This is an optimization exercise on Yosys and OpenROAD, whose aim is small area, a short achievable clock period and few clock cycles per item, not a production implementation.
At most, simulation tests tie the RTL to the original design; equivalence was not proved.
Only the layout flow was run in runs 2, 3 and 5; the RTL was not checked for function there.
Power is estimated from default activity; no workload was simulated.

### design/flow/run.sh
#!/bin/bash
# synth_recipe.tcl (not shown) runs the flow's synth.tcl, then flattens the netlist and writes it again
# the make line also repeats each setting of config.mk as NAME=value (left out here)
make -C /OpenROAD-flow-scripts/flow DESIGN_CONFIG=/design/flow/config.mk WORK_HOME=/design/flow/orfs CLKGATE_MAP_FILE= SYNTH_SCRIPT=/design/flow/synth_recipe.tcl finish
### design/flow/config.mk
export PLATFORM = sky130hd
export DESIGN_NAME = multiply_n_divide_top
export DESIGN_NICKNAME = multiply_n_divide_top
export VERILOG_FILES = /design/flow/design.v
export SDC_FILE = /design/flow/constraint.sdc
export NUM_CORES = 4
export LEC_CHECK = 0
export CAP_MARGIN = 20
export CORE_MARGIN = 2
export CORE_UTILIZATION = 40
export SLEW_MARGIN = 20
### design/flow/constraint.sdc
create_clock -name core_clock -period 4.5 [get_ports {clk}]
set_input_delay 0.9000 -clock core_clock [delete_from_list [all_inputs] [get_ports {clk}]]
set_output_delay 0.9000 -clock core_clock [all_outputs]
set_load 0.01 [all_outputs]
### design/flow/design.v
module alu(alu_out, multiply_top_in, divide_top_in, multiplicand_or_divider_in, sel);  
    input [64:0] multiply_top_in;  
    input [64:0] divide_top_in;  
    input [64:0] multiplicand_or_divider_in;  
    input sel;  
    output [64:0] alu_out;  
    wire [64:0] sum;  
    wire [64:0] diff;  
    assign sum = multiplicand_or_divider_in + multiply_top_in;
    assign diff = divide_top_in - multiplicand_or_divider_in;
    assign alu_out = sel ? sum : diff;
endmodule
module control(clk, reset, start, m_d, data_in, alu_sel, ready, wr, initial_wr, sh_right, sh_left);  
    input clk, reset, start, m_d;  
    input [1:0] data_in;  
    output ready, wr, initial_wr, sh_right, sh_left, alu_sel;  
    wire ready_check;
    wire wr_check;
    wire initial_wr_check;
    wire sh_right_check;
    wire sh_left_check;
    wire mul_wr;
    wire div_wr;
    reg [1:0] state;
    reg [9:0] counter;
    always @(posedge clk) begin
        if (reset) begin  
            state <= 2'd0;
            counter <= 10'd0;
        end
        else begin  
            case (state)  
                2'b00: begin  
                    if (start == 1) state <= 2'b01;  
                end
                2'b01: begin  
                    counter <= 0;  
                    state <= 2'b10;  
                end
                2'b10: begin  
                    if (counter == 63) state <= 2'b00;  
                    counter <= counter + 1;  
                end
            endcase
        end
    end
    assign alu_sel = m_d;  
    assign mul_wr = data_in[0] && m_d;  
    assign div_wr = !(data_in[1] || m_d);  
    assign wr_check = (state == 2'b10) && (mul_wr || div_wr);  
    assign wr = wr_check ? 1 : 0;  
    assign initial_wr_check = (state == 2'b01);  
    assign initial_wr = initial_wr_check ? 1 : 0;  
    assign sh_right_check = (state == 2'b10) && m_d;  
    assign sh_right = sh_right_check ? 1 : 0;  
    assign sh_left_check = (state == 2'b10) && (!m_d);  
    assign sh_left = sh_left_check ? 1 : 0;  
    assign ready_check = (state == 2'b00);  
    assign ready = ready_check ? 1 : 0;  
endmodule
module multiplicand_n_divider_register(clk, reset, data_in, data_out);
    input [63:0] data_in;  
    input clk, reset;  
    output [63:0] data_out;  
    reg [63:0] mul_div_reg;  
    always @(posedge clk) begin
        if (reset)  
            mul_div_reg <= 64'd0;  
        else 
            mul_div_reg <= data_in;  
    end
    assign data_out = mul_div_reg;
endmodule
module result_register(clk, reset, data_in, wr, initial_data_in, initial_wr, sh_right, sh_left, result);
    input [64:0] data_in;  
    input [63:0] initial_data_in;  
    input clk, reset, wr, initial_wr, sh_right, sh_left;  
    output [128:0] result;  
    reg [128:0] result_reg;  
    always @(posedge clk) begin
        if (reset)  
            result_reg <= 129'd0;  
        else begin
            if (initial_wr == 1)  
                result_reg <= {65'd0, initial_data_in};  
            else begin
                if (wr && sh_right)  
                    result_reg <= {1'd0, data_in, result_reg[63:1]}; 
                else if (wr && sh_left)  
                    result_reg <= {data_in, result_reg[62:0], 1'b1};
                else if (sh_right)  
                    result_reg <= {1'd0, result_reg[128:1]};
                else if (sh_left)  
                    result_reg <= {result_reg[127:0], 1'b0};
            end
        end
    end
    assign result = result_reg;
endmodule
module multiply_n_divide_top(clk, reset, a_in, b_in, m_d, start, result, ready);
    input [63:0] a_in, b_in;  
    input clk, reset, start, m_d;  
    output ready;  
    output [128:0] result;  
    wire [63:0] mul_div_reg_out;  
    wire [64:0] alu_out;  
    wire [128:0] res_reg_out;  
    wire control_wr;  
    wire control_initial_wr;  
    wire control_sh_right;  
    wire control_alu_sel;  
    wire control_sh_left;  
    multiplicand_n_divider_register mndr1(
        .clk(clk),
        .reset(reset),
        .data_in(b_in),
        .data_out(mul_div_reg_out)
    );
    alu alu1(
        .multiply_top_in(res_reg_out[128:64]),
        .divide_top_in(res_reg_out[127:63]),
        .multiplicand_or_divider_in({1'b0,mul_div_reg_out}),
        .sel(control_alu_sel),
        .alu_out(alu_out)
    );
    result_register resr1(
        .clk(clk),
        .reset(reset),
        .data_in(alu_out),
        .wr(control_wr),
        .initial_data_in(a_in),
        .initial_wr(control_initial_wr),
        .sh_right(control_sh_right),
        .sh_left(control_sh_left),
        .result(res_reg_out)
    );
    control cu1(
        .clk(clk),
        .reset(reset),
        .start(start),
        .m_d(m_d),
        .data_in({alu_out[64], res_reg_out[0]}),
        .alu_sel(control_alu_sel),
        .ready(ready),
        .wr(control_wr),
        .initial_wr(control_initial_wr),
        .sh_right(control_sh_right),
        .sh_left(control_sh_left)
    );
    assign result = res_reg_out;
endmodule
==> impl_metrics.json, run 1 <==
{
  "post_drt_via_cell_ratio": 5.84,
  "setup_violations": 0,
  "r2r_slack_ns": 0.48,
  "hold_path.class": "reg2reg",
  "track_usage_pct": 27.4,
  "postCtsHoldBufs": 0,
  "register_area_sq_mm": 0.00410,
  "syn_inst": 2296,
  "required_ns": 4.93,
  "fill_cells": 4262,
  "worstPathArrival_ns": 4.45,
  "final_max_slew_viol_count": 0,
  "peakVddDrop_mv": 0.330,
  "power_frac_seq_pct": 23.9,
  "final_cells": 3071,
  "power_switching_share_pct": 44.0,
  "seq_area_frac_synth_pct": 23.5,
  "grt_antenna_before_repair": 1,
  "cp-end-kind": "flop",
  "skew_ns": 0.0250,
  "p_leak_nw": 9.28,
  "grt_pass1_vias": 17632,
  "dp_hpwl_mm": 47.6,
  "period_needed_ns": 4.02,
  "cts_sinks": 205,
  "cp-start-kind": "flop",
  "synth_cell_type_count": 94,
  "dieArea_sq_mm": 0.0453,
  "max_freq_ghz": 0.248,
  "synth_edf_count": 0,
  "maxSlewHeadroom_pct": 28.0,
  "die_x_microns": 213,
  "maxCapViolations": 0,
  "synth_warnings": 3,
  "port_buffers": 261,
  "drive_above_1_share_pct": 5.35,
  "area_delta_synth_final_pct": 22.7,
  "core-area_sq_mm": 0.0431,
  "dp_cells": 3023,
  "gr-total-overflow": 0,
  "power_mw": 10.4,
  "path_class": "reg2reg",
  "clockBufferDepth": 3,
  "vias": 17920,
  "p_per_area_mw_per_mm2": 485,
  "routed_wl_mm": 63.5,
  "drt_pass1_iterations": 5,
  "antennaDiodeCount": 0,
  "worst_pin_slew_ns": 1.08,
  "drc": 0,
  "root_buffer": "clkbuf_16",
  "ys.flop_type": "dfxtp_1",
  "cts_buffers": 27,
  "final_nets": 2734,
  "grt_start_max_net_pins": 127,
  "hold_violations": 0,
  "multi_input_area_sq_mm": 0.0124,
  "setup_ws_ns": 0.475,
  "async_flop_share_pct": 0,
  "grt_pass1_wl_mm": 97.9,
  "post_drt_wl_per_cell_microns": 20.7,
  "largest_reg_flops": 129,
  "cts_resized": 0,
  "outcome": "timing/DRC/antenna clean",
  "post_cts.repair.setup_buffers": 0,
  "clk_latency_ns": 0.59,
  "start_util_pct": 40.5,
  "gp_congestion": 0.940,
  "switching_power_mw": 4.56,
  "cts_max_level": 1,
  "synth_area_sq_mm": 0.0174,
  "min_period_over_period_pct": 89.4,
  "fp.dieH_microns": 213,
  "place_ws_ns": 0.502,
  "ioPinCount": 262,
  "first_iter_violations": 1245,
  "p_int_mw": 5.80,
  "synth_fp_nets": 2563,
  "path_max_fanout": 16,
  "clock_power_share_pct": 21.6,
  "ys_ff_latch": 205,
  "finalSetupTns_ns": 0,
  "pwr-share-comb_pct": 54.5,
  "ant_nets": 0,
  "avgSynthCellArea_sq_um": 7.59,
  "cts.clk_slew.worst_paths_ns": 0.07,
  "rsz0062_at_grt": "no",
  "cts_tree": "done",
  "num_rows": 76
}
[path summary, 6_finish.rpt]
| kind | start | endpoint | cells after the start |
|---|---|---|---|
| worst max-delay path | resr1.result_reg[64] | resr1.result_reg[78] | 13 |
| worst min-delay path | cu1.counter[1] | cu1.counter[1] | 2 |
| worst max register to register | resr1.result_reg[64] | resr1.result_reg[78] | 13 |
| worst min register to register | cu1.counter[1] | cu1.counter[1] | 2 |
[routing by layer]
layer  track usage [%]  vias to the layer above  wire [microns]
met5                 0                        -              11
met4              11.4                        2            2770
met3              6.44                      154            5120
met2              44.7                      680           28300
met1              34.7                     8423           27300
li1                  -                     8661               -
[synthesized netlist by cell type (25+ instances only)]
| cell | n | area (sq um) |
|---|---|---|
| nor2_1 | 217 | 815 |
| mux2i_1 | 143 | 1430 |
| o21ai_0 | 178 | 891 |
| a211oi_1 | 29 | 218 |
| xnor2_1 | 73 | 639 |
| a31oi_1 | 25 | 156 |
| nand4_1 | 45 | 282 |
| xor2_1 | 51 | 447 |
| buf_2 | 25 | 125 |
| ha_1 | 133 | 1660 |
| nand3_1 | 48 | 240 |
| dfxtp_1 | 205 | 4100 |
| a21oi_1 | 200 | 1000 |
| clkbuf_1 | 111 | 417 |
| inv_1 | 96 | 360 |
| a21o_1 | 74 | 556 |
| nor3_1 | 40 | 200 |
| o221ai_1 | 26 | 228 |
| nand2_1 | 193 | 724 |
| nor2b_1 | 74 | 463 |
[stage by stage]
stage | util (%) | hold slack (ns) | area (sq um)
after detailed placement | 47.6 | 0.486 | 20500
after global routing | 49.6 | 0.528 | 21400
after global placement | 47.6 | 0.470 | 20500
after CTS | 49.6 | 0.492 | 21400
after floorplan | - | 0.458 | 17400
final | 49.6 | 0.489 | 21400
[power by group through the flow]
stage               registers (mW)  logic [mW]  clock network [mW]
floorplan                     2.47        3.76                   0
global placement              2.50        5.55                   0
detailed placement            2.51        5.57                   0
CTS                           2.47        5.60                2.29
global route                  2.51        6.14                2.36
finish                        2.48        5.64                2.24
[cells in the final DEF, fill, tap and decap left out, types with 14 or more instances in the layout]
master	count
or3_1	16
a21oi_1	200
inv_1	96
buf_4	35
o22ai_1	19
o21ai_0	178
ha_1	130
o21bai_1	14
nand4_1	45
and3_1	18
nor2b_1	74
o221ai_1	26
a31oi_1	25
o21a_1	17
clkdlybuf4s50_1	259
o221a_2	17
nor2_1	216
dfxtp_1	205
a211oi_1	29
o21ai_1	20
xor2_1	51
mux2i_1	143
nor3_1	40
nand3_1	48
o31ai_1	18
nand2_1	192
clkbuf_16	27
a21o_1	74
xnor2_1	73
[worst max-delay path: stages, from the launching register on]
cell,delay (ns)
dfxtp_1,0.41
inv_1,0.13
fa_1,0.45
nand2b_1,0.19
a21oi_1,0.24
o21ai_1,0.18
o31ai_1,0.38
a31oi_1,0.23
o21ba_4,0.30
xnor2_4,0.14
a21oi_4,0.51
nand2_1,0.33
a211oi_1,0.29
a311oi_1,0.08
[cell families (layout without fill, tap and decap cells)]
kind of cell	Yosys count	count (layout)	synth area share (%)
and+or+nand+nor	698	698	18.7
DFF	205	205	23.5
muxes	151	151	8.79
AOI/OAI and AO/OA	731	731	27.1
xor gates and xnor gates	125	125	6.39
buffers and inverters	251	441	5.71
adders and majority gates	135	135	9.78
[area by class of cell]
cell class / instances / area share [%]
multi-input combinational: 1840 / 57.9
clock inverter: 5 / 0.433
sequential: 205 / 19.2
inverter: 97 / 1.70
tap: 585 / 3.42
clock buffer: 43 / 3.77
timing repair buffer: 296 / 13.5
Testbench counts, summed over its fixed seeds: cycles 84,480, items 1,280.
==> run 2: changes to the inputs <==
==> design/flow/design.v (replaced) <==
module multiply_n_divide_top(clk, reset, a_in, b_in, m_d, start, result, ready);
    input [63:0] a_in, b_in;
    input clk, reset, start, m_d;
    output ready;
    output [128:0] result;
    function [6:0] len64;
        input [63:0] x;
        integer i;
        begin
            len64 = 7'd0;
            for (i = 0; i < 64; i = i + 1)
                if (x[i]) len64 = i + 1;
        end
    endfunction
    reg [63:0] H, L, Y;
    reg [6:0]  la, lb;
    reg [5:0]  idx;
    reg        mb, op_mul, swap, busy, setup, run;
    assign ready  = ~busy;
    assign result = {1'b0, H, L};
    wire        sw_n   = lb < la;                  
    wire [6:0]  m_n    = sw_n ? lb : la;
    wire [63:0] mlt_n  = sw_n ? b_in : a_in;       
    wire [63:0] mcd_n  = sw_n ? a_in : b_in;       
    wire [5:0]  mi_n   = m_n[5:0] - 6'd2;          
    wire        b_zero = (lb == 7'd0);
    wire        a_lt_b = (la < lb) & ~b_zero;
    wire [6:0]  k_n    = la - lb;
    wire [5:0]  kr_n   = k_n[5:0] | 6'd15;
    wire [5:0]  la1    = la[5:0] - 6'd1;
    wire        use_la = la1 <= kr_n;
    wire [5:0]  s0_n   = b_zero ? 6'd63 : (use_la ? la1 : kr_n);
    reg  [63:0] r0_n;
    reg         d0_n;
    always @* begin
        if (b_zero) begin
            r0_n = 64'd0;
            d0_n = a_in[63];
        end else if (a_lt_b) begin
            r0_n = a_in;
            d0_n = 1'b0;
        end else if (use_la) begin
            r0_n = 64'd0;
            d0_n = 1'b1;
        end else case (kr_n[5:4])
            2'd0: begin r0_n = {16'd0, a_in[63:16]}; d0_n = a_in[15]; end
            2'd1: begin r0_n = {32'd0, a_in[63:32]}; d0_n = a_in[31]; end
            default: begin r0_n = {48'd0, a_in[63:48]}; d0_n = a_in[47]; end
        endcase
    end
    wire run_n = m_d_r ? (m_n >= 7'd2) : ~a_lt_b;
    wire m_d_r = op_mul;
    wire [63:0] src = (op_mul & swap) ? b_in : a_in;
    wire [5:0]  idx_m1 = idx - 6'd1;
    wire [64:0] xa = op_mul ? {L, 1'b0} : {H, mb};
    wire [64:0] xb = op_mul ? {1'b0, Y & {64{mb}}} : {1'b1, ~Y};
    wire [66:0] s1 = {1'b0, xa, 1'b1} + {1'b0, xb, ~op_mul};
    wire [65:0] s  = s1[66:1];
    wire        co = s[65];
    wire [62:0] hp1  = H[62:0] + 63'd1;
    wire [62:0] hinc = co ? hp1 : H[62:0];
    always @(posedge clk) begin
        if (reset) begin
            busy  <= 1'b0;
            setup <= 1'b0;
            run   <= 1'b0;
        end else if (!busy) begin
            if (start) begin
                busy   <= 1'b1;
                setup  <= 1'b1;
                op_mul <= m_d;
                la     <= len64(a_in);
                lb     <= len64(b_in);
            end
        end else if (setup) begin
            setup <= 1'b0;
            run   <= run_n;
            if (!run_n) busy <= 1'b0;
            swap  <= sw_n;
            if (op_mul) begin
                Y   <= mcd_n;
                H   <= 64'd0;
                L   <= (m_n == 7'd0) ? 64'd0 : mcd_n;
                idx <= mi_n;
                mb  <= mlt_n[mi_n];
            end else begin
                Y   <= b_in;
                H   <= r0_n;
                L   <= 64'd0;
                idx <= s0_n;
                mb  <= d0_n;
            end
        end else begin
            if (op_mul) begin
                H <= {hinc, s[64]};
                L <= s[63:0];
            end else begin
                H <= co ? s[63:0] : xa[63:0];
                L <= {L[62:0], co};
            end
            idx <= idx_m1;
            mb  <= src[idx_m1];
            if (idx == 6'd0) begin
                busy <= 1'b0;
                run  <= 1'b0;
            end
        end
    end
endmodule
==> impl_metrics.json, run 2 <==
{
  "cp-end-kind": "flop",
  "ys_ff_latch": 217,
  "post_drt_via_cell_ratio": 6.56,
  "cts_max_level": 1,
  "port_buffers": 260,
  "p_per_area_mw_per_mm2": 284,
  "setup_ws_ns": -0.253,
  "r2r_slack_ns": -0.25,
  "fin_area_sq_mm": 0.0319,
  "peakVddDrop_mv": 0.347,
  "rsz0062_at_grt": "yes",
  "hp-start": "busy",
  "max_freq_ghz": 0.210,
  "cp_top_family": "compound AO/OA/AOI/OAI gates",
  "ant_nets": 0,
  "num_rows": 86,
  "cp-start-kind": "flop",
  "final_max_slew_viol_count": 0,
  "cts_buffers": 29,
  "hold_path_depth": 1,
  "required_ns": 4.80,
  "clock_power_share_pct": 25.9,
  "timing.rr.end": "H[35]",
  "placed_cell_area_sq_mm": 0.0289,
  "synth_top_area_share_pct": 28.9,
  "cts.clk_slew.worst_paths_ns": 0.06,
  "synth_cell_type_count": 91,
  "maxCapViolations": 0,
  "place_ws_ns": -0.446,
  "synth_area_sq_mm": 0.0224,
  "core-area_sq_mm": 0.0552,
  "hold_path.class": "reg2reg",
  "drive_above_1_share_pct": 29.9,
  "rr_worst_depth": 20,
  "routed_wl_mm": 122,
  "avgSynthCellArea_sq_um": 8.71,
  "cp_cell_sequence": "buf_12, and2_4, buf_6, buf_4, nand2_1, o21ai_0, ha_1, buf_6, a21o_1, a31oi_4, o221ai_4, o2111a_2, o2111a_2, buf_6, o21a_4, buf_12, nand3_4, o21ai_4, a222oi_1, o22ai_1",
  "cts_sinks": 217,
  "synth_edf_count": 215,
  "p_int_mw": 5.58,
  "syn_inst": 2565,
  "start_util_pct": 40.5,
  "final_nets": 3422,
  "hold_end": "setup",
  "async_flop_share_pct": 0,
  "drt_pass1_iterations": 7,
  "min_period_over_period_pct": 106,
  "path_buf_inv": 6,
  "vias": 26126,
  "slowest_delay_ns": 0.59,
  "clk_latency_ns": 0.60,
  "startpoint": "op_mul",
  "gp_congestion": 1.05,
  "register_area_sq_mm": 0.00650,
  "power_frac_seq_pct": 27.9,
  "gr-total-overflow": 0,
  "synth_fp_nets": 2776,
  "die_x_microns": 240,
  "fin_hold_ws_ns": 0.469,
  "p_leak_nw": 12.4,
  "grt_pass1_vias": 24929,
  "grt_pass1_wl_mm": 170,
  "period_needed_ns": 4.75,
  "seq_area_frac_synth_pct": 29.1,
  "outcome": "failed layout checks",
  "pwr-share-comb_pct": 46.2,
  "post_drt_wl_per_cell_microns": 30.6,
  "hold_violations": 0,
  "r2r-start": "op_mul",
  "worstPathArrival_ns": 5.05,
  "fill_cells": 4942,
  "worst_pin_slew_ns": 1.15,
  "track_usage_pct": 40.4,
  "grt_start_max_net_pins": 80,
  "final_common_cell": "buf_4",
  "switching_power_mw": 3.49,
  "root_buffer": "clkbuf_16",
  "path_depth": 20,
  "yosysTopAreaCell": "edfxtp_1",
  "ys.flop_type": "edfxtp_1",
  "dp_hpwl_mm": 88.4,
  "path_max_fanout": 7,
  "skew_ns": 0.0124,
  "slowest_stage": "a222oi_1",
  "area_delta_synth_final_pct": 42.9,
  "fp.dieH_microns": 240,
  "first_iter_violations": 3866,
  "ys_top_cells_by_count": "nand2_1 (278), o21ai_0 (237), edfxtp_1 (215)",
  "drc": 0,
  "path_class": "reg2reg",
  "path_common_cell": "buf_6",
  "synth_warnings": 1,
  "ioPinCount": 262,
  "dieArea_sq_mm": 0.0578,
  "finalSetupTns_ns": -1.93,
  "final_cell_mix": "buf_4 (471), nand2_1 (269), clkdlybuf4s50_1 (260), edfxtp_1 (215), o21ai_0 (194)",
  "power_switching_share_pct": 38.4,
  "cts_tree": "done",
  "multi_input_area_sq_mm": 0.0160,
  "setup_violations": 36,
  "grt_antenna_before_repair": 1,
  "synth_most_common_cell": "nand2_1",
  "maxSlewHeadroom_pct": 23.2,
  "clockBufferDepth": 3,
  "so.violations": "setup timing",
  "synthTopCellsByArea": "edfxtp_1 (29%), mux4_2 (6.6%), mux2i_1 (6.3%), mux2_2 (5.4%), o21ai_0 (5.3%)"
}
[run 2: changes by cell type after synthesis, moves of 59 or more]
cell and delta:
nand2_1 +85, mux4_2 +66, dfxtp_1 -203, o21ai_0 +59, edfxtp_1 +215, mux2_2 +102
[run 2: per-layer routing]
| layer | vias to the layer above | routed length [microns] | global-route usage, % |
|---|---|---|---|
| li1 | 11121 | - | - |
| met1 | 12603 | 47100 | 54.8 |
| met2 | 1989 | 51600 | 60.2 |
| met3 | 413 | 16000 | 9.52 |
| met4 | 0 | 7080 | 19.7 |
| met5 | - | 0 | 0 |
[run 2: repair_timing]
action	in CTS	in global routing
resized for setup	90	224
endpoints found under the setup margin	74	96
hold buffers	0	0
setup buffers	30	50
cloned	4	5
pin swaps	42	101
endpoints found under the hold margin	0	0
[run 2: how the worst max path moves through the flow]
stage	end	slack [ns]
global route	H[35]	-0.27
finish	H[35]	-0.25
detailed placement	H[35]	-0.45
floorplan	H[60]	0.003
global placement	H[35]	-0.53
CTS	H[35]	-0.17
[run 2: cells by family (layout without fill, tap and decap cells)]
group / Yosys count / count (layout) / share of synthesized area (%)
xor gates and xnor gates: 109 / 109 / 4.30
adders and majority gates: 79 / 79 / 4.46
muxes: 314 / 314 / 18.4
other: 1 / 3 / 0.0168
AOI/OAI and AO/OA: 828 / 828 / 23.4
and+or+nand+nor: 756 / 758 / 15.7
buffers and inverters: 261 / 927 / 4.66
DFF: 217 / 217 / 29.1
[run 2: through the flow]
step | cells | total power [mW] | util, %
floorplan | 2565 | 4.44 | -
global placement | 3847 | 6.14 | 52.4
detailed placement | 3847 | 6.16 | 52.4
CTS | 3931 | 8.63 | 55.2
global route | 3981 | 9.34 | 57.8
finish | 3983 | 9.07 | 57.9
[run 2: power groups by stage]
stage	Combinational (mW)	Sequential, mW	Clock (mW)
6_report	4.19	2.53	2.35
5_1_grt	4.35	2.54	2.45
4_1_cts	3.74	2.52	2.36
3_5_place_dp	3.60	2.56	0
3_3_place_gp	3.58	2.56	0
2_1_floorplan	1.86	2.58	0
[run 2: final cells by class]
class | instances | area share (%)
antenna | 2 | 0.0157
clock inverter | 22 | 0.572
inverter | 68 | 0.807
multi-input combinational | 2089 | 50.1
tap | 748 | 2.93
sequential | 217 | 20.4
clock buffer | 31 | 2.30
timing repair buffer | 806 | 22.9
==> run 3: changes to the inputs <==
--- a/design/flow/config.mk
+++ b/design/flow/config.mk
@@ -7,2 +7,3 @@
 export LEC_CHECK = 0
+export ABC_CLOCK_PERIOD_IN_PS = 2500
 export CAP_MARGIN = 20
==> impl_metrics.json, run 3 <==
{
  "rsz0062_at_grt": "yes",
  "synth_top_area_share_pct": 28.9,
  "post_drt_via_cell_ratio": 6.56,
  "setup_violations": 36,
  "required_ns": 4.80,
  "cp_cell_sequence": "buf_12, and2_4, buf_6, buf_4, nand2_1, o21ai_0, ha_1, buf_6, a21o_1, a31oi_4, o221ai_4, o2111a_2, o2111a_2, buf_6, o21a_4, buf_12, nand3_4, o21ai_4, a222oi_1, o22ai_1",
  "ys_ff_latch": 217,
  "grt_pass1_vias": 24929,
  "post_drt_wl_per_cell_microns": 30.6,
  "async_flop_share_pct": 0,
  "fin_area_sq_mm": 0.0319,
  "synth_cell_type_count": 91,
  "vias": 26126,
  "ioPinCount": 262,
  "final_util_pct": 57.9,
  "cp-end-kind": "flop",
  "track_usage_pct": 40.4,
  "skew_ns": 0.0124,
  "start_util_pct": 40.5,
  "syn_inst": 2565,
  "seq_area_frac_synth_pct": 29.1,
  "cts.clk_slew.worst_paths_ns": 0.06,
  "path_common_cell": "buf_6",
  "synthTopCellsByArea": "edfxtp_1 (29%), mux4_2 (6.6%), mux2i_1 (6.3%), mux2_2 (5.4%), o21ai_0 (5.3%)",
  "grt_pass1_wl_mm": 170,
  "synth_area_sq_mm": 0.0224,
  "drive_above_1_share_pct": 29.9,
  "postCtsHoldBufs": 0,
  "grt_start_max_net_pins": 80,
  "r2r_slack_ns": -0.25,
  "final_max_slew_viol_count": 0,
  "drt_pass1_iterations": 7,
  "synth_warnings": 1,
  "cts_tree": "done",
  "setup_ws_ns": -0.253,
  "ant_nets": 0,
  "dieArea_sq_mm": 0.0578,
  "slowest_stage": "a222oi_1",
  "min_period_over_period_pct": 106,
  "avgSynthCellArea_sq_um": 8.71,
  "maxCapViolations": 0,
  "p_leak_nw": 12.4,
  "yosysTopAreaCell": "edfxtp_1",
  "drc": 0,
  "final_common_cell": "buf_4",
  "clockBufferDepth": 3,
  "path_class": "reg2reg",
  "hold_path.class": "reg2reg",
  "cts_sinks": 217,
  "worst_pin_slew_ns": 1.15,
  "peakVddDrop_mv": 0.347,
  "so.violations": "setup timing",
  "routed_wl_mm": 122,
  "final_cells": 3983,
  "ys_top_cells_by_count": "nand2_1 (278), o21ai_0 (237), edfxtp_1 (215)",
  "num_rows": 86,
  "gr-total-overflow": 0,
  "core-area_sq_mm": 0.0552,
  "maxSlewHeadroom_pct": 23.2,
  "power_mw": 9.07,
  "cp_top_family": "compound AO/OA/AOI/OAI gates",
  "worstPathArrival_ns": 5.05,
  "max_freq_ghz": 0.210,
  "synth_most_common_cell": "nand2_1",
  "period_needed_ns": 4.75,
  "p_per_area_mw_per_mm2": 284,
  "die_x_microns": 240,
  "fp.dieH_microns": 240,
  "path_max_fanout": 7,
  "area_delta_synth_final_pct": 42.9,
  "cp-start-kind": "flop",
  "synth_fp_nets": 2776,
  "placed_cell_area_sq_mm": 0.0289,
  "first_iter_violations": 3866,
  "dp_hpwl_mm": 88.4,
  "gp_congestion": 1.05,
  "cts_buffers": 29,
  "path_buf_inv": 6,
  "port_buffers": 260,
  "slowest_delay_ns": 0.59,
  "clk_latency_ns": 0.60,
  "final_nets": 3422,
  "final_cell_mix": "buf_4 (471), nand2_1 (269), clkdlybuf4s50_1 (260), edfxtp_1 (215), o21ai_0 (194)",
  "cts_max_level": 1,
  "synth_edf_count": 215,
  "grt_antenna_before_repair": 1,
  "root_buffer": "clkbuf_16",
  "dp_cells": 3847,
  "ys.flop_type": "edfxtp_1",
  "outcome": "failed layout checks",
  "hold_violations": 0
}
## run 3: cell counts in the layout (fill, tap and decap cells not counted)
No cell type changed its count.
## run 3: final cells by class
| cell class | count | area [sq um] |
|---|---|---|
| inverters | 68 | 258 |
| diodes | 2 | 5.00 |
| repair buffers | 806 | 7320 |
| multi-input cells | 2089 | 16000 |
| clock inverters | 22 | 183 |
| well taps | 748 | 936 |
| fillers | 4942 | 23300 |
| clock buffers | 31 | 733 |
| flip-flops and latches | 217 | 6500 |
## run 3: power by group
group          internal (mW)  switching [mW]
clock network           1.34            1.02
logic                   1.83            2.35
registers               2.41           0.116
## run 3: worst paths after layout
kind / from / endpoint / cells past startpoint
worst min-delay path: busy / setup / 1
worst max-delay path: op_mul / H[35] / 20
worst max register to register: op_mul / H[35] / 20
worst min register to register: busy / setup / 1
## run 3: kinds of logic after synthesis
family / share of synthesized area [%]
AO/OA/AOI/OAI: 23.4
XOR/XNOR: 4.30
adder cells (fa/ha/maj): 4.46
buffers and inverters: 4.66
flip-flops: 29.1
multiplexers: 18.4
other: 0.0168
AND/OR/NAND/NOR: 15.7
## run 3: stage by stage
stage                     hold WS, ns  TNS (ns)  setup WS [ns]
after detailed placement        0.456     -7.53         -0.446
after CTS                       0.474     -1.48         -0.169
after global placement          0.449     -8.75         -0.527
final                           0.469     -1.93         -0.253
after floorplan                 0.421         0        0.00259
after global routing            0.497     -7.76         -0.266
## run 3: per-layer routing
layer / routed length, microns / global-route usage [%]
met5: 0 / 0
met4: 7080 / 19.7
met3: 16000 / 9.52
met2: 51600 / 60.2
met1: 47100 / 54.8
## run 3: repair_timing
action,in CTS,in global routing
cloned,4,5
resized for setup,90,224
hold endpoints to repair,0,0
setup buffers,30,50
setup endpoints to repair,74,96
pin swaps,42,101
==> run 4: changes to the inputs <==
==> design/flow/design.v (replaced) <==
module multiply_n_divide_top(clk, reset, a_in, b_in, m_d, start, result, ready);
    input [63:0] a_in, b_in;
    input clk, reset, start, m_d;
    output ready;
    output [128:0] result;
    function [6:0] len64;
        input [63:0] x;
        integer i;
        begin
            len64 = 7'd0;
            for (i = 0; i < 64; i = i + 1)
                if (x[i]) len64 = i + 1;
        end
    endfunction
    reg [63:0] H, L, Y;
    reg [5:0]  idx;
    reg        mb, op_mul, swap, busy, run;
    assign ready  = ~busy;
    assign result = {1'b0, H, L};
    wire [6:0] la = len64(a_in);
    wire [6:0] lb = len64(b_in);
    wire        sw_n   = lb < la;                  
    wire [6:0]  m_n    = sw_n ? lb : la;
    wire [63:0] mlt_n  = sw_n ? b_in : a_in;       
    wire [63:0] mcd_n  = sw_n ? a_in : b_in;       
    wire [5:0]  mi_n   = m_n[5:0] - 6'd2;          
    wire        b_zero = (lb == 7'd0);
    wire        a_lt_b = la < lb;
    wire [6:0]  k_n    = la - lb;
    wire [5:0]  kr_n   = k_n[5:0] | 6'd15;
    wire [5:0]  la1    = la[5:0] - 6'd1;
    wire        use_la = la1 <= kr_n;
    wire [5:0]  s0_n   = b_zero ? 6'd63 : (use_la ? la1 : kr_n);
    reg  [63:0] r0_n;
    always @* begin
        if (b_zero || use_la) r0_n = 64'd0;
        else case (kr_n[5:4])
            2'd0: r0_n = {16'd0, a_in[63:16]};
            2'd1: r0_n = {32'd0, a_in[63:32]};
            default: r0_n = {48'd0, a_in[63:48]};
        endcase
    end
    wire [63:0] src = (op_mul & swap) ? b_in : a_in;
    wire [5:0]  idx_m1 = idx - 6'd1;
    wire [64:0] xa = op_mul ? {L, 1'b0} : {H, mb};
    wire [64:0] xb = op_mul ? {1'b0, Y & {64{mb}}} : {1'b1, ~Y};
    wire [65:0] s  = {1'b0, xa} + {1'b0, xb} + {65'd0, ~op_mul};
    wire        co = s[65];
    wire [62:0] hinc = H[62:0] + {62'd0, co};
    always @(posedge clk) begin
        if (reset) begin
            busy <= 1'b0;
            run  <= 1'b0;
        end else if (!busy) begin
            if (start) begin
                busy   <= 1'b1;
                op_mul <= m_d;
                swap   <= sw_n;
                if (m_d) begin
                    Y   <= mcd_n;
                    H   <= 64'd0;
                    L   <= (m_n == 7'd0) ? 64'd0 : mcd_n;
                    idx <= mi_n;
                    mb  <= mlt_n[mi_n];
                    run <= (m_n >= 7'd2);
                end else begin
                    Y   <= b_in;
                    L   <= 64'd0;
                    idx <= s0_n;
                    mb  <= a_in[s0_n];
                    if (a_lt_b && !b_zero) begin
                        H   <= a_in;
                        run <= 1'b0;
                    end else begin
                        H   <= r0_n;
                        run <= 1'b1;
                    end
                end
            end
        end else begin
            if (run) begin
                if (op_mul) begin
                    H <= {hinc, s[64]};
                    L <= s[63:0];
                end else begin
                    H <= co ? s[63:0] : xa[63:0];
                    L <= {L[62:0], co};
                end
                idx <= idx_m1;
                mb  <= src[idx_m1];
                if (idx == 6'd0) begin
                    busy <= 1'b0;
                    run  <= 1'b0;
                end
            end else
                busy <= 1'b0;
        end
    end
endmodule
--- a/design/flow/config.mk
+++ b/design/flow/config.mk
@@ -7,3 +7,2 @@
 export LEC_CHECK = 0
-export ABC_CLOCK_PERIOD_IN_PS = 2500
 export CAP_MARGIN = 20
==> impl_metrics.json, run 4 <==
{
  "outcome": "failed layout checks",
  "so.violations": "setup timing",
  "period_needed_ns": 6.55,
  "max_freq_ghz": 0.153,
  "power_switching_share_pct": 39.0,
  "rsz0062_at_grt": "yes",
  "cp-start-kind": "flop",
  "p_leak_nw": 15.3,
  "grtUsageMet2_pct": 59.8,
  "min_period_over_period_pct": 146,
  "pwr-share-comb_pct": 53.4,
  "top_usage_layer": "met2",
  "synth_mux_area_share_pct": 20.3,
  "grt_start_max_net_pins": 77,
  "avgSynthCellArea_sq_um": 8.46,
  "final_util_pct": 64.8,
  "grt_pass1_wl_mm": 178,
  "synth_fp_nets": 2896,
  "post_drt_via_cell_ratio": 6.19,
  "routed_wl_mm": 123,
  "drive_above_1_share_pct": 40.9,
  "maxCapViolations": 0,
  "track_usage_pct": 40.3,
  "clk_latency_ns": 0.60,
  "peakVddDrop_mv": 0.314,
  "finalSetupTns_ns": -137.65,
  "p_per_area_mw_per_mm2": 270,
  "final_common_cell": "buf_4",
  "cts.clk_slew.worst_paths_ns": 0.07,
  "setup_violations": 198,
  "synthTopCellsByArea": "edfxtp_1 (27%), mux2i_1 (9.1%), mux2_2 (6.9%), nand2_1 (6.4%), o21ai_0 (4.8%)",
  "postCtsHoldBufs": 0,
  "syn_inst": 2683,
  "required_ns": 4.84,
  "grt_pass1_vias": 27066,
  "synth_top_area_share_pct": 26.6,
  "maxSlewHeadroom_pct": 34.1,
  "slowest_stage": "edfxtp_1",
  "final_nets": 3916,
  "met1_usage_pct": 56.3,
  "yosysTopAreaCell": "edfxtp_1",
  "multi_input_area_sq_mm": 0.0177,
  "worstPathArrival_ns": 6.90,
  "final_max_slew_viol_count": 0,
  "first_iter_violations": 3542,
  "cts_buffers": 26,
  "clockBufferDepth": 3,
  "cts_tree": "done",
  "synth-compound-area-share_pct": 20.8,
  "hold_violations": 0,
  "drt_pass1_iterations": 7,
  "synth_xor_area_share_pct": 4.94,
  "port_buffers": 260,
  "ant_nets": 0,
  "switching_power_mw": 3.84,
  "dp_cells": 4314,
  "vias": 27739,
  "worst_pin_slew_ns": 0.988,
  "synth_warnings": 1,
  "clock_power_share_pct": 22.8,
  "skew_ns": 0.0264,
  "cts_sinks": 203,
  "core-area_sq_mm": 0.0563,
  "ys_ff_latch": 203,
  "root_buffer": "clkbuf_16",
  "power_frac_seq_pct": 23.8,
  "ys_top_cells_by_count": "nand2_1 (388), o21ai_0 (218), mux2i_1 (206)",
  "slowest_delay_ns": 0.49,
  "path_common_cell": "buf_6",
  "gr-total-overflow": 0,
  "dp_hpwl_mm": 92.1,
  "die_x_microns": 242,
  "synthAdderAreaFrac_pct": 4.53,
  "cp-end-kind": "flop",
  "path_max_fanout": 4,
  "fp.dieH_microns": 242,
  "path_class": "reg2reg",
  "drc": 0,
  "num_rows": 87,
  "seq_area_frac_synth_pct": 26.8,
  "synth-simple-area-share_pct": 18.0,
  "async_flop_share_pct": 0,
  "setup_ws_ns": -2.05,
  "synth_cell_type_count": 92,
  "grtUsageMet3_pct": 8.02,
  "synth_top_family_by_area": "compound AO/OA/AOI/OAI gates",
  "ys.flop_type": "edfxtp_1",
  "p_int_mw": 6.01,
  "synth_edf_count": 201,
  "dieArea_sq_mm": 0.0587,
  "cts_max_level": 1,
  "final_cells": 4484,
  "synth_most_common_cell": "nand2_1",
  "area_delta_synth_final_pct": 60.5,
  "gp_congestion": 0.988,
  "synth_area_sq_mm": 0.0227,
  "final_cell_mix": "buf_4 (803), nand2_1 (370), mux2i_1 (205), edfxtp_1 (201), nor2_1 (150)",
  "post_drt_wl_per_cell_microns": 27.5,
  "start_util_pct": 40.4,
  "fill_cells": 4822,
  "hold_path.class": "reg2reg",
  "ioPinCount": 262,
  "register_area_sq_mm": 0.00608,
  "grt_antenna_before_repair": 6,
  "place_ws_ns": -2.72
}
run 4: changes by cell type in the layout (fill, tap and decap cells not counted), sizes merged, moves of 22 or more:
cell / before / now
a221oi: 11 / 33
clkdlybuf4s15: 0 / 22
nor2: 203 / 177
o21ai: 255 / 222
nand2: 278 / 390
o22ai: 73 / 45
mux2i: 140 / 207
xnor2: 55 / 83
mux2: 108 / 141
buf: 541 / 948
dlygate4sd2: 0 / 73
a21oi: 190 / 148
clkdlybuf4s50: 260 / 149
mux4: 66 / 41
run 4: stage by stage:
stage	total power [mW]	hold WS (ns)	area, sq um
floorplan	4.81	0.534	23200
global placement	6.95	0.559	32200
detailed placement	6.99	0.577	32200
CTS	9.65	0.597	36000
global route	10.2	0.666	36400
finish	9.85	0.588	36400
run 4: worst max-delay path, delay by kind of cell (launching register included):
kind,cells,cell delay [ns]
compound gates,10,1.64
xor+xnor,1,0.06
fa+ha+maj,3,0.72
buf+inv,10,1.51
flops,1,0.49
simple gates,9,1.88
run 4: area by class of cell:
type | instances | area share [%]
timing repair buffer | 1196 | 29.0
multi-input combinational | 2211 | 48.6
sequential | 203 | 16.7
tap | 756 | 2.60
inverter | 65 | 0.721
clock buffer | 34 | 1.87
antenna | 6 | 0.0412
clock inverter | 13 | 0.491
run 4: timing repair:
action	4_1_cts	5_1_grt
setup buffers	99	17
endpoints found under the setup margin	200	199
gates resized for setup	655	69
pin swaps	214	73
cloned	10	2
run 4: cell families after synthesis:
logic type	Yosys count
flops	203
buf+inv	269
mux	389
other cells	1
compound gates	730
simple gates	882
fa+ha+maj	81
xor+xnor	128
run 4: worst paths after layout:
path / start / slack [ns] / cells past startpoint / to
hold / removal: run / 0.59 / 2 / run
setup / recovery: op_mul / -2.05 / 33 / H[59]
hold reg to reg: run / 0.59 / 2 / run
setup reg to reg: op_mul / -2.05 / 33 / H[59]
run 4: power groups by stage:
stage	Combinational [mW]	Clock (mW)	Sequential [mW]
6_report	5.26	2.24	2.35
5_1_grt	5.51	2.30	2.36
2_1_floorplan	2.36	0	2.44
3_3_place_gp	4.57	0	2.38
3_5_place_dp	4.61	0	2.38
4_1_cts	5.08	2.23	2.34
run 4: layer usage:
metal	routed length, microns	vias up
li1	-	12162
met1	51000	13428
met2	52300	1806
met3	13700	341
met4	6440	2
met5	13	-
Testbench counts of run 4, summed over its fixed seeds: cycles 23,631, items 1,280.
==> run 5: changes to the inputs <==
==> design/flow/design.v (replaced) <==
module multiply_n_divide_top(clk, reset, a_in, b_in, m_d, start, result, ready);
    input [63:0] a_in, b_in;
    input clk, reset, start, m_d;
    output ready;
    output [128:0] result;
    function [6:0] len64;
        input [63:0] x;
        integer i;
        begin
            len64 = 7'd0;
            for (i = 0; i < 64; i = i + 1)
                if (x[i]) len64 = i + 1;
        end
    endfunction
    reg [63:0] H, L, Y;                            
    reg [5:0]  idx;
    reg        mb, g, op_mul, busy, setup;
    assign ready  = ~busy;
    assign result = {1'b0, H, L};
    wire [6:0] la = len64(a_in);
    wire [6:0] lb = len64(b_in);
    wire       sw_i    = lb < la;                  
    wire [6:0] m_i     = sw_i ? lb : la;
    wire [6:0] k_i     = la - lb;
    wire [5:0] kr_i    = k_i[5:0] | 6'd15;
    wire [5:0] la1_i   = la[5:0] - 6'd1;
    wire       bz_i    = (lb == 7'd0);
    wire       use_la  = la1_i <= kr_i;
    reg        sw_r, m0_r, m1_r, alb_r, d0_r;
    reg [5:0]  mi_r, s0_r;
    reg [1:0]  kq_r;
    always @(posedge clk) begin
        sw_r  <= sw_i;
        m0_r  <= (m_i == 7'd0);
        m1_r  <= (m_i == 7'd1);
        mi_r  <= m_i[5:0] - 6'd2;                  
        alb_r <= (la < lb) & ~bz_i;                
        s0_r  <= bz_i ? 6'd63 : (use_la ? la1_i : kr_i);
        kq_r  <= bz_i ? 2'd3 : k_i[5:4];
        d0_r  <= bz_i ? a_in[63] : (use_la ? 1'b1 : a_in[kr_i]);
    end
    wire        ysel = op_mul & sw_r;
    wire [63:0] ydin = ysel ? a_in : b_in;         
    wire [63:0] src  = ysel ? b_in : a_in;         
    reg  [63:0] r0;
    always @* begin
        case (kq_r)
            2'd0: r0 = {16'd0, a_in[63:16]};
            2'd1: r0 = {32'd0, a_in[63:32]};
            2'd2: r0 = {48'd0, a_in[63:48]};
            default: r0 = 64'd0;
        endcase
    end
    wire run_n = op_mul ? ~(m0_r | m1_r) : ~alb_r;
    wire       last   = (idx == 6'd0);
    wire [5:0] idx_nx = setup ? mi_r : idx - 6'd1;
    wire       mb_nx  = (setup & ~op_mul) ? d0_r : src[idx_nx];
    wire [64:0] xa = {L, mb & ~op_mul};
    wire [64:0] xb = {~op_mul, Y & {64{g}}};
    wire [66:0] s1 = {1'b0, xa, 1'b1} + {1'b0, xb, ~op_mul};
    wire [65:0] s  = s1[66:1];
    wire        co = s[65];                        
    wire [63:0] rem = (co | op_mul) ? s[63:0] : xa[63:0];
    wire [62:0] hp1 = H[62:0] + 63'd1;
    wire [62:0] hsh = (co & op_mul) ? hp1 : H[62:0];
    always @(posedge clk) begin
        Y <= op_mul ? ydin : ~b_in;
        if (reset) begin
            busy  <= 1'b0;
            setup <= 1'b0;
        end else if (!busy) begin
            if (start) begin
                busy   <= 1'b1;
                setup  <= 1'b1;
                op_mul <= m_d;
            end
        end else begin
            setup <= 1'b0;
            if (setup ? !run_n : last) busy <= 1'b0;
            idx <= setup & ~op_mul ? s0_r : idx_nx;
            mb  <= mb_nx;
            g   <= mb_nx | ~op_mul;
            if (setup) begin
                H <= (alb_r & ~op_mul) ? a_in : 64'd0;
                L <= op_mul ? (m0_r ? 64'd0 : ydin) : r0;
            end else if (op_mul | !last) begin
                H <= {hsh, op_mul ? s[64] : co};
                L <= rem;
            end else begin
                H <= rem;
                L <= {H[62:0], co};
            end
        end
    end
endmodule
==> impl_metrics.json, run 5 <==
{
  "outcome": "failed layout checks",
  "so.violations": "setup timing",
  "hold_violations": 0,
  "clockBufferDepth": 3,
  "fp.dieH_microns": 228,
  "cts_sinks": 222,
  "period_needed_ns": 4.55,
  "post_drt_via_cell_ratio": 6.32,
  "synth_fp_nets": 2655,
  "avgSynthCellArea_sq_um": 8.22,
  "track_usage_pct": 37.7,
  "path_max_fanout": 5,
  "final_max_slew_viol_count": 0,
  "p_per_area_mw_per_mm2": 312,
  "placed_cell_area_sq_mm": 0.0268,
  "fin_area_sq_mm": 0.0290,
  "drive_above_1_share_pct": 26.7,
  "max_freq_ghz": 0.220,
  "grt_pass1_vias": 22621,
  "final_cell_mix": "buf_4 (511), a21oi_1 (209), nand2_1 (202), nor2_1 (192), clkdlybuf4s50_1 (181)",
  "maxCapViolations": 0,
  "synth_warnings": 1,
  "synth_area_sq_mm": 0.0201,
  "fill_cells": 4619,
  "slowest_delay_ns": 0.44,
  "dp_hpwl_mm": 78.7,
  "final_nets": 3284,
  "slowest_stage": "clkdlybuf4s50_1",
  "synth_top_area_share_pct": 20.5,
  "ys.flop_type": "edfxtp_1",
  "root_buffer": "clkbuf_16",
  "ioPinCount": 262,
  "setup_ws_ns": -0.0532,
  "grt_start_max_net_pins": 74,
  "cts.clk_slew.worst_paths_ns": 0.06,
  "synth_edf_count": 137,
  "final_common_cell": "buf_4",
  "cts_buffers": 27,
  "skew_ns": 0.0183,
  "seq_area_frac_synth_pct": 29.0,
  "worstPathArrival_ns": 5.00,
  "async_flop_share_pct": 0,
  "clk_latency_ns": 0.58,
  "grt_antenna_before_repair": 3,
  "place_ws_ns": -1.34,
  "maxSlewHeadroom_pct": 33.4,
  "vias": 23811,
  "final_cells": 3767,
  "gr-total-overflow": 0,
  "grtUsageMet2_pct": 57.1,
  "cts_max_level": 1,
  "required_ns": 4.95,
  "synthTopCellsByArea": "edfxtp_1 (20%), dfxtp_1 (8.5%), mux2i_1 (7.0%), a21oi_1 (5.8%), ha_1 (4.9%)",
  "cp-start-kind": "input pin",
  "worst_pin_slew_ns": 1.00,
  "num_rows": 82,
  "area_delta_synth_final_pct": 44.3,
  "dp_cells": 3671,
  "cp-end-kind": "flop",
  "setup_violations": 5,
  "peakVddDrop_mv": 0.249,
  "synth_most_common_cell": "a21oi_1",
  "cp_cell_sequence": "clkdlybuf4s50_1, a211oi_2, buf_4, o311ai_4, a2111oi_2, buf_4, o21ai_2, nor2b_4, ha_4, nor2b_1, o21a_1, o21a_1, o21ai_2, nand2_1, xnor2_2, ha_1, nand3_2, nor4b_4, a211o_1, mux2i_1, nand2_1",
  "start_util_pct": 40.3,
  "p_leak_nw": 11.8,
  "routed_wl_mm": 104,
  "ys_top_cells_by_count": "a21oi_1 (231), nand2_1 (209), nor2_1 (208)",
  "grtUsageMet3_pct": 6.74,
  "hold_path.class": "reg2reg",
  "path_class": "in2reg",
  "finalSetupTns_ns": -0.144,
  "min_period_over_period_pct": 101,
  "ant_nets": 0,
  "drt_pass1_iterations": 8,
  "syn_inst": 2443,
  "rsz0062_at_grt": "yes",
  "grt_pass1_wl_mm": 149,
  "synth_cell_type_count": 86,
  "first_iter_violations": 3294,
  "drc": 0,
  "yosysTopAreaCell": "edfxtp_1",
  "cp_top_family": "compound AO/OA/AOI/OAI gates",
  "met1_usage_pct": 52.5,
  "path_buf_inv": 3,
  "core-area_sq_mm": 0.0499,
  "top_usage_layer": "met2",
  "ys_ff_latch": 222,
  "gp_congestion": 1.02,
  "cts_tree": "done",
  "port_buffers": 260,
  "post_drt_wl_per_cell_microns": 27.6,
  "die_x_microns": 228,
  "dieArea_sq_mm": 0.0520
}
==> run 5: cell types whose count changed after synthesis, sizes merged, moves of 66 or more <==
cell | previous run | this run
mux2 | 141 | 9
nand2 | 390 | 209
a21oi | 148 | 231
o21ai | 222 | 156
and2 | 10 | 80
mux2i | 207 | 140
dfxtp | 2 | 85
==> run 5: kinds of logic (layout without fill, tap and decap cells) <==
group	after synthesis	in the layout	share of synthesized area [%]
mux	182	182	11.2
other cells	1	3	0.0187
xor+xnor	116	116	5.06
buf+inv	270	920	5.23
simple gates	784	784	19.1
fa+ha+maj	80	80	5.02
compound gates	788	788	25.5
flops	222	222	29.0
==> run 5: what timing repair did <==
action / in CTS / in global routing
gates cloned: 0 / 3
resized for setup: 204 / 135
setup buffers: 24 / 18
setup endpoints to repair: 107 / 113
hold buffers: 0 / 0
pin swaps: 63 / 43
==> run 5: cell type report <==
class	instances	area (sq um)	share of cell area, %
clock inverters	17	221	0.764
inverters	68	258	0.889
well taps	672	841	2.90
repair buffers	802	6910	23.8
flip-flops and latches	222	5820	20.1
multi-input cells	1951	14200	49.1
diodes	2	5.00	0.0173
clock buffers	33	708	2.44
==> run 5: power breakdown <==
part           internal (mW)  switching [mW]
combinational           1.82            2.24
clock                   1.41           0.979
sequential              2.43           0.170
total                   5.65            3.39
==> run 5: layer usage <==
metal  vias to the layer above  share of wire [%]
met2                      1611                 43
met3                       255                 11
met1                     11472                 40
li1                      10471                  -
met4                         2                5.5
met5                         -              0.012
==> run 5: final timing paths <==
check / endpoint / slack, ns / start / cells past startpoint
setup / recovery: s0_r[4] / -0.05 / a_in[10] / 21
hold / removal: setup / 0.46 / busy / 1
setup reg to reg: L[41] / 0.02 / g / 18
hold reg to reg: setup / 0.46 / busy / 1
==> run 5: per-stage QoR <==
step | total power, mW | hold slack [ns] | utilization (%)
2_1_floorplan | 4.59 | 0.421 | -
3_3_place_gp | 6.31 | 0.436 | 53.7
3_5_place_dp | 6.34 | 0.455 | 53.7
4_1_cts | 8.78 | 0.465 | 56.7
5_1_grt | 9.35 | 0.483 | 58.1
6_report | 9.04 | 0.459 | 58.1
==> run 6: changes to the inputs <==
--- a/design/flow/design.v
+++ b/design/flow/design.v
@@ -19,6 +19,12 @@
     assign result = {1'b0, H, L};
-    wire [6:0] la = len64(a_in);
-    wire [6:0] lb = len64(b_in);
-    wire       sw_i    = lb < la;                  
-    wire [6:0] m_i     = sw_i ? lb : la;
+    reg  [6:0] la, lb;
+    always @(posedge clk) begin
+        la <= len64(a_in);
+        lb <= len64(b_in);
+    end
+    wire       sw_r    = lb < la;                  
+    wire [6:0] m_i     = sw_r ? lb : la;
+    wire       m0_r    = (m_i == 7'd0);
+    wire       m1_r    = (m_i == 7'd1);
+    wire [5:0] mi_r    = m_i[5:0] - 6'd2;          
     wire [6:0] k_i     = la - lb;
@@ -28,15 +34,6 @@
     wire       use_la  = la1_i <= kr_i;
-    reg        sw_r, m0_r, m1_r, alb_r, d0_r;
-    reg [5:0]  mi_r, s0_r;
-    reg [1:0]  kq_r;
-    always @(posedge clk) begin
-        sw_r  <= sw_i;
-        m0_r  <= (m_i == 7'd0);
-        m1_r  <= (m_i == 7'd1);
-        mi_r  <= m_i[5:0] - 6'd2;                  
-        alb_r <= (la < lb) & ~bz_i;                
-        s0_r  <= bz_i ? 6'd63 : (use_la ? la1_i : kr_i);
-        kq_r  <= bz_i ? 2'd3 : k_i[5:4];
-        d0_r  <= bz_i ? a_in[63] : (use_la ? 1'b1 : a_in[kr_i]);
-    end
+    wire       alb_r   = (la < lb) & ~bz_i;        
+    wire [5:0] s0_r    = bz_i ? 6'd63 : (use_la ? la1_i : kr_i);
+    wire [1:0] kq_r    = bz_i ? 2'd3 : k_i[5:4];
+    wire       d0_r    = bz_i ? a_in[63] : (use_la ? 1'b1 : a_in[kr_i]);
     wire        ysel = op_mul & sw_r;
==> impl_metrics.json, run 6 <==
{
  "setup_violations": 0,
  "final_nets": 3148,
  "synth_fp_nets": 2903,
  "avgSynthCellArea_sq_um": 7.62,
  "path_buf_inv": 3,
  "dieArea_sq_mm": 0.0531,
  "p_per_area_mw_per_mm2": 338,
  "r2r-start": "g",
  "num_rows": 82,
  "grt_start_max_net_pins": 116,
  "hold_path.class": "reg2reg",
  "fin_area_sq_mm": 0.0255,
  "drc": 0,
  "synth_area_sq_mm": 0.0205,
  "start_util_pct": 40.7,
  "final_common_cell": "nand2_1",
  "ys_ff_latch": 217,
  "placed_cell_area_sq_mm": 0.0246,
  "place_ws_ns": 0.0536,
  "clk_latency_ns": 0.59,
  "first_iter_violations": 3893,
  "synth_mux_area_share_pct": 5.15,
  "synth_warnings": 1,
  "p_leak_nw": 9.60,
  "hp-start": "busy",
  "seq_area_frac_synth_pct": 27.9,
  "synth_edf_count": 137,
  "ant_nets": 0,
  "max_freq_ghz": 0.230,
  "die_x_microns": 230,
  "fp.dieH_microns": 230,
  "fill_cells": 4931,
  "drive_above_1_share_pct": 8.99,
  "drt_pass1_iterations": 7,
  "slowest_delay_ns": 0.45,
  "synth_xor_area_share_pct": 5.38,
  "cts_max_level": 1,
  "grt_pass1_vias": 22218,
  "maxSlewHeadroom_pct": 28.5,
  "final_cell_mix": "nand2_1 (274), nor2_1 (261), clkdlybuf4s50_1 (260), a21oi_1 (229), buf_4 (153)",
  "peakVddDrop_mv": 0.299,
  "clockBufferDepth": 3,
  "yosysTopAreaCell": "edfxtp_1",
  "cp_cell_sequence": "buf_12, and2_1, ha_1, o21ai_0, nand2b_1, a41oi_1, nand3_1, a221oi_2, buf_4, o21a_2, o21ai_4, buf_4, mux2i_1, a21oi_1, a221o_1",
  "synthAdderAreaFrac_pct": 4.86,
  "path_common_cell": "buf_4",
  "period_needed_ns": 4.35,
  "ys.flop_type": "edfxtp_1",
  "cp_top_family": "compound AO/OA/AOI/OAI gates",
  "cp-start-kind": "flop",
  "synth_top_family_by_area": "compound AO/OA/AOI/OAI gates",
  "skew_ns": 0.0235,
  "required_ns": 4.82,
  "ioPinCount": 262,
  "setup_ws_ns": 0.146,
  "post_drt_wl_per_cell_microns": 30.1,
  "worstPathArrival_ns": 4.67,
  "grt_pass1_wl_mm": 155,
  "final_max_slew_viol_count": 0,
  "cts_tree": "done",
  "routed_wl_mm": 109,
  "post_drt_via_cell_ratio": 6.68,
  "synth-simple-area-share_pct": 22.9,
  "root_buffer": "clkbuf_16",
  "register_area_sq_mm": 0.00572,
  "path_class": "reg2reg",
  "multi_input_area_sq_mm": 0.0138,
  "synth-compound-area-share_pct": 28.2,
  "slowest_stage": "edfxtp_1",
  "syn_inst": 2692,
  "gp_congestion": 1.01,
  "track_usage_pct": 39.4,
  "cts.clk_slew.worst_paths_ns": 0.07,
  "postCtsHoldBufs": 0,
  "async_flop_share_pct": 0,
  "path_max_fanout": 45,
  "port_buffers": 260,
  "vias": 24270,
  "startpoint": "g",
  "ys_top_cells_by_count": "nand2_1 (276), nor2_1 (267), a21oi_1 (229)",
  "cts_sinks": 217,
  "synth_most_common_cell": "nand2_1",
  "grt_antenna_before_repair": 8,
  "outcome": "timing/DRC/antenna clean",
  "cts_buffers": 29,
  "hold_violations": 0,
  "synth_cell_type_count": 82,
  "min_period_over_period_pct": 96.8,
  "cp-end-kind": "flop",
  "dp_hpwl_mm": 83.1,
  "rsz0062_at_grt": "yes",
  "gr-total-overflow": 0,
  "core-area_sq_mm": 0.0504,
  "area_delta_synth_final_pct": 24.5,
  "synthTopCellsByArea": "edfxtp_1 (20%), dfxtp_1 (7.8%), a21oi_1 (5.6%), nand2_1 (5.1%), nor2_1 (4.9%)",
  "maxCapViolations": 0,
  "power_mw": 8.63,
  "synth_top_area_share_pct": 20.1,
  "worst_pin_slew_ns": 1.07
}
[run 6: layer usage]
layer | share of wire [%] | routed length (microns) | vias up | track usage (%)
li1 | - | - | 10539 | -
met1 | 41 | 44700 | 11499 | 57.2
met2 | 40 | 43800 | 1941 | 55.5
met3 | 15 | 16400 | 283 | 11.1
met4 | 3.8 | 4180 | 8 | 13.0
met5 | 0.095 | 104 | - | 0
[run 6: tightest hold or removal path: stages (launching register included)]
cell and delay (ns):
dfxtp_1 0.33, nor2_1 0.06, o21a_1 0.09
[run 6: repair_timing]
action | in CTS | in global routing
endpoints found under the setup margin | 0 | 19
gates resized for setup | 0 | 8
buffers inserted | 0 | 1
[run 6: path summary, 6_finish.rpt]
check             endpoint  slack, ns  depth (start not counted)
setup reg to reg     L[45]       0.15                         15
hold / removal       setup       0.51                          2
setup / recovery     L[45]       0.15                         15
hold reg to reg      setup       0.51                          2
[run 6: per-stage QoR]
stage               cells  hold slack, ns  utilization, %  TNS [ns]
floorplan            2692           0.482               -         0
global placement     3577           0.492            48.8         0
detailed placement   3577           0.507            48.8         0
CTS                  3629           0.515            50.6         0
global route         3631           0.552            50.7  -0.00955
finish               3631           0.513            50.7         0
[run 6: final cells by class]
class | instances | area share [%]
Inverter | 81 | 1.20
Timing Repair Buffer | 426 | 15.7
Clock inverter | 6 | 0.118
Antenna cell | 1 | 0.00980
Clock buffer | 46 | 3.42
Multi-Input combinational cell | 2182 | 53.9
Tap cell | 672 | 3.29
Sequential cell | 217 | 22.4
[run 6: cells by family after synthesis]
| kind of cell | after synthesis |
|---|---|
| and+or+nand+nor | 1001 |
| DFF | 217 |
| muxes | 103 |
| AOI/OAI and AO/OA | 872 |
| other | 1 |
| buffers and inverters | 293 |
| adders and majority gates | 79 |
| xor gates and xnor gates | 126 |
[run 6: power breakdown]
| part | internal [mW] | switching (mW) |
|---|---|---|
| clock | 1.31 | 0.978 |
| sequential | 2.37 | 0.215 |
| combinational | 1.44 | 2.31 |
Testbench counts of run 6, summed over its fixed seeds: cycles 24,540, items 1,280.
==> run 7: changes to the inputs <==
==> design/flow/flow/run.sh (new file) <==
#!/bin/bash
set -e
export BUFFER_PORTS_ARGS="-buffer_cell sky130_fd_sc_hd__buf_1"
echo 'export BUFFER_PORTS_ARGS = -buffer_cell sky130_fd_sc_hd__buf_1' >> config.mk
bash standard.sh finish > standard_sh.log 2>&1
==> design/flow/standard.sh (new file) <==
#!/bin/bash
# synth_recipe.tcl (not shown) runs the flow's synth.tcl, then flattens the netlist and writes it again
# the make line also repeats each setting of config.mk as NAME=value (left out here)
make -C /OpenROAD-flow-scripts/flow DESIGN_CONFIG=/design/flow/config.mk WORK_HOME=/design/flow/orfs CLKGATE_MAP_FILE= SYNTH_SCRIPT=/design/flow/synth_recipe.tcl "${@:-finish}"
--- a/design/flow/config.mk
+++ b/design/flow/config.mk
@@ -9,3 +9,5 @@
 export CORE_MARGIN = 2
-export CORE_UTILIZATION = 40
+export CORE_UTILIZATION = 60
+export SETUP_SLACK_MARGIN = 0.1
 export SLEW_MARGIN = 20
+export BUFFER_PORTS_ARGS = -buffer_cell sky130_fd_sc_hd__buf_1
removed: design/flow/run.sh
==> impl_metrics.json, run 7 <==
{
  "final_cell_mix": "nand2_1 (273), nor2_1 (260), buf_1 (260), a21oi_1 (228), edfxtp_1 (137)",
  "grtUsageMet2_pct": 70.5,
  "outcome": "timing/DRC/antenna clean",
  "synth_edf_count": 137,
  "ant_nets": 0,
  "cts.clk_slew.worst_paths_ns": 0.06,
  "num_rows": 67,
  "cts_tree": "done",
  "area_delta_synth_final_pct": 13.8,
  "fill_cells": 2801,
  "avgSynthCellArea_sq_um": 7.62,
  "peakVddDrop_mv": 0.313,
  "clockBufferDepth": 3,
  "fin_area_sq_mm": 0.0233,
  "maxCapViolations": 0,
  "rsz0062_at_grt": "yes",
  "port_buffers": 260,
  "drt_pass1_iterations": 8,
  "postCtsHoldBufs": 0,
  "ys_top_cells_by_count": "nand2_1 (276), nor2_1 (267), a21oi_1 (229)",
  "required_ns": 4.78,
  "met1_usage_pct": 62.6,
  "dieArea_sq_mm": 0.0357,
  "max_freq_ghz": 0.230,
  "worst_pin_slew_ns": 1.15,
  "routed_wl_mm": 90.8,
  "setup_violations": 0,
  "drc": 0,
  "cts_max_level": 1,
  "first_iter_violations": 4242,
  "synth_fp_nets": 2903,
  "syn_inst": 2692,
  "ys_ff_latch": 217,
  "post_drt_wl_per_cell_microns": 27.1,
  "ys.flop_type": "edfxtp_1",
  "grt_pass1_vias": 22292,
  "r2r_slack_ns": 0.15,
  "cp-start-kind": "flop",
  "start_util_pct": 61.0,
  "grt_antenna_before_repair": 4,
  "final_max_slew_viol_count": 0,
  "synth_cell_type_count": 82,
  "core-area_sq_mm": 0.0336,
  "power_mw": 8.09,
  "clk_latency_ns": 0.58,
  "hold_path.class": "in2reg",
  "skew_ns": 0.0193,
  "final_common_cell": "nand2_1",
  "yosysTopAreaCell": "edfxtp_1",
  "cp-end-kind": "flop",
  "fin_hold_ws_ns": 0.494,
  "top_usage_layer": "met2",
  "cts_sinks": 217,
  "grt_start_max_net_pins": 138,
  "die_x_microns": 189,
  "synth_most_common_cell": "nand2_1",
  "gr-total-overflow": 0,
  "seq_area_frac_synth_pct": 27.9,
  "final_nets": 3095,
  "gp_congestion": 1.17,
  "min_period_over_period_pct": 96.6,
  "fp.dieH_microns": 189,
  "ioPinCount": 262,
  "synth_top_area_share_pct": 20.1,
  "grtUsageMet3_pct": 16.4,
  "path_max_fanout": 17,
  "maxSlewHeadroom_pct": 23.1,
  "synthTopCellsByArea": "edfxtp_1 (20%), dfxtp_1 (7.8%), a21oi_1 (5.6%), nand2_1 (5.1%), nor2_1 (4.9%)",
  "hold_violations": 0,
  "post_drt_via_cell_ratio": 7.28,
  "p_leak_nw": 8.66,
  "track_usage_pct": 48.4,
  "drive_above_1_share_pct": 8.16,
  "grt_pass1_wl_mm": 133,
  "synth_area_sq_mm": 0.0205,
  "p_per_area_mw_per_mm2": 347,
  "cts_buffers": 27,
  "root_buffer": "clkbuf_16",
  "synth_warnings": 1,
  "async_flop_share_pct": 0,
  "period_needed_ns": 4.35,
  "dp_hpwl_mm": 63.9,
  "placed_cell_area_sq_mm": 0.0222,
  "worstPathArrival_ns": 4.63,
  "path_class": "reg2reg",
  "vias": 24437
}
run 7: cell counts after synthesis:
No cell type changed its count.
run 7: final cells by class:
type | instances | area [sq um] | area share, %
Antenna cell | 4 | 10.0 | 0.0429
Clock inverter | 7 | 36.3 | 0.155
Tap cell | 448 | 561 | 2.40
Inverter | 81 | 307 | 1.31
Sequential cell | 217 | 5720 | 24.5
Multi-Input combinational cell | 2182 | 13900 | 59.5
Timing Repair Buffer | 375 | 1990 | 8.51
Clock buffer | 42 | 825 | 3.53
run 7: cell families (layout without fill, tap and decap cells):
| logic type | count (synthesis) | count (layout) | synth area share (%) |
|---|---|---|---|
| AO/OA/AOI/OAI | 872 | 872 | 28.2 |
| flip-flops | 217 | 217 | 27.9 |
| AND/OR/NAND/NOR | 1001 | 1001 | 22.9 |
| buffers and inverters | 293 | 505 | 5.69 |
| XOR/XNOR | 126 | 126 | 5.38 |
| other | 1 | 5 | 0.0183 |
| adder cells (fa/ha/maj) | 79 | 79 | 4.86 |
| multiplexers | 103 | 103 | 5.15 |
run 7: metal layers:
metal / vias up / wire (microns) / part of all wire (%)
li1: 10463 / - / -
met1: 11146 / 32200 / 35
met5: - / 13 / 0.014
met2: 2293 / 37100 / 41
met3: 533 / 15000 / 17
met4: 2 / 6540 / 7.2
run 7: worst paths after layout:
path,start,to,depth (start not counted)
max,g,L[57],14
min,m_d,op_mul,1
max reg2reg,g,L[57],14
min reg2reg,busy,setup,2
run 7: report_power, final:
group,internal (mW),switching (mW)
sequential,2.37,0.142
clock,1.25,0.941
combinational,1.22,2.17
run 7: timing repair:
action / 4_1_cts / 5_1_grt
gates cloned: 0 / 1
setup endpoints to repair: 29 / 100
gates resized for setup: 3 / 33
pin swaps: 1 / 8
buffers inserted: 3 / 10
run 7: critical path, cell delays in order, from the launching register on:
cell and delay [ns]:
edfxtp_1 0.40, buf_4 0.22, and2_1 0.19, fa_1 0.45, a211oi_2 0.25, o21ai_1 0.24
a41oi_1 0.27, nand3_2 0.22, buf_4 0.22, a31o_2 0.34, a221o_1 0.46, a211oi_1 0.43
o31ai_2 0.13, nor2_1 0.12, o32ai_1 0.11
run 7: metrics by stage:
stage | TNS [ns] | std cells | util, % | worst slack, ns
floorplan | 0 | 2692 | - | 0.312
global placement | 0 | 3289 | 65.9 | 0.00755
detailed placement | -0.766 | 3289 | 65.9 | -0.152
CTS | 0 | 3341 | 68.6 | 0.0338
global route | 0 | 3353 | 69.4 | 0.0769
finish | 0 | 3356 | 69.4 | 0.151

==> re-timing with driven ports <==
How much do the figures lean on ideal ports? The routed layouts below were timed once more, with nothing changed but the port constraints. Step 1 sets driving cells, clkbuf_16 on the clock port and buf_2 on the other inputs (assumed; they add their load-dependent delay and slew). Step 2, shift: input delay + t, output delay - t, t = (earliest + latest rising clock arrival at the registers) / 2. This alone moves slack from input paths to output paths. Three values: ideal, step 1, step 2; two values: the first two.
| run | t (ns) | slack for setup (ns) | hold slack, ns | latest minus earliest clock arrival (ns) |
|---|---|---|---|---|
| run 1 | 0.635 | 0.475 / 0.475 / 0.475 | 0.489 / 0.489 / 0.489 | 0.025 / 0.025 |
| run 2 | 0.649 | -0.253 / -0.253 / -0.253 | 0.469 / 0.469 / 0.469 | 0.012 / 0.012 |
| run 3 | 0.649 | -0.253 / -0.253 / -0.253 | 0.469 / 0.469 / 0.469 | 0.012 / 0.012 |
| run 4 | 0.645 | -2.053 / -2.053 / -2.053 | 0.588 / 0.588 / 0.588 | 0.026 / 0.026 |
| run 5 | 0.629 | -0.053 / -0.018 / -0.647 | 0.459 / 0.459 / 0.459 | 0.020 / 0.020 |
| run 6 | 0.633 | 0.146 / 0.146 / 0.109 | 0.513 / 0.513 / 0.513 | 0.024 / 0.023 |
| run 7 | 0.627 | 0.151 / 0.151 / 0.151 | 0.494 / 0.468 / 0.515 | 0.020 / 0.020 |
For run 5, which loses most, drivers alone change the setup slack by +0.035 ns; drivers and shift together by -0.594 ns.
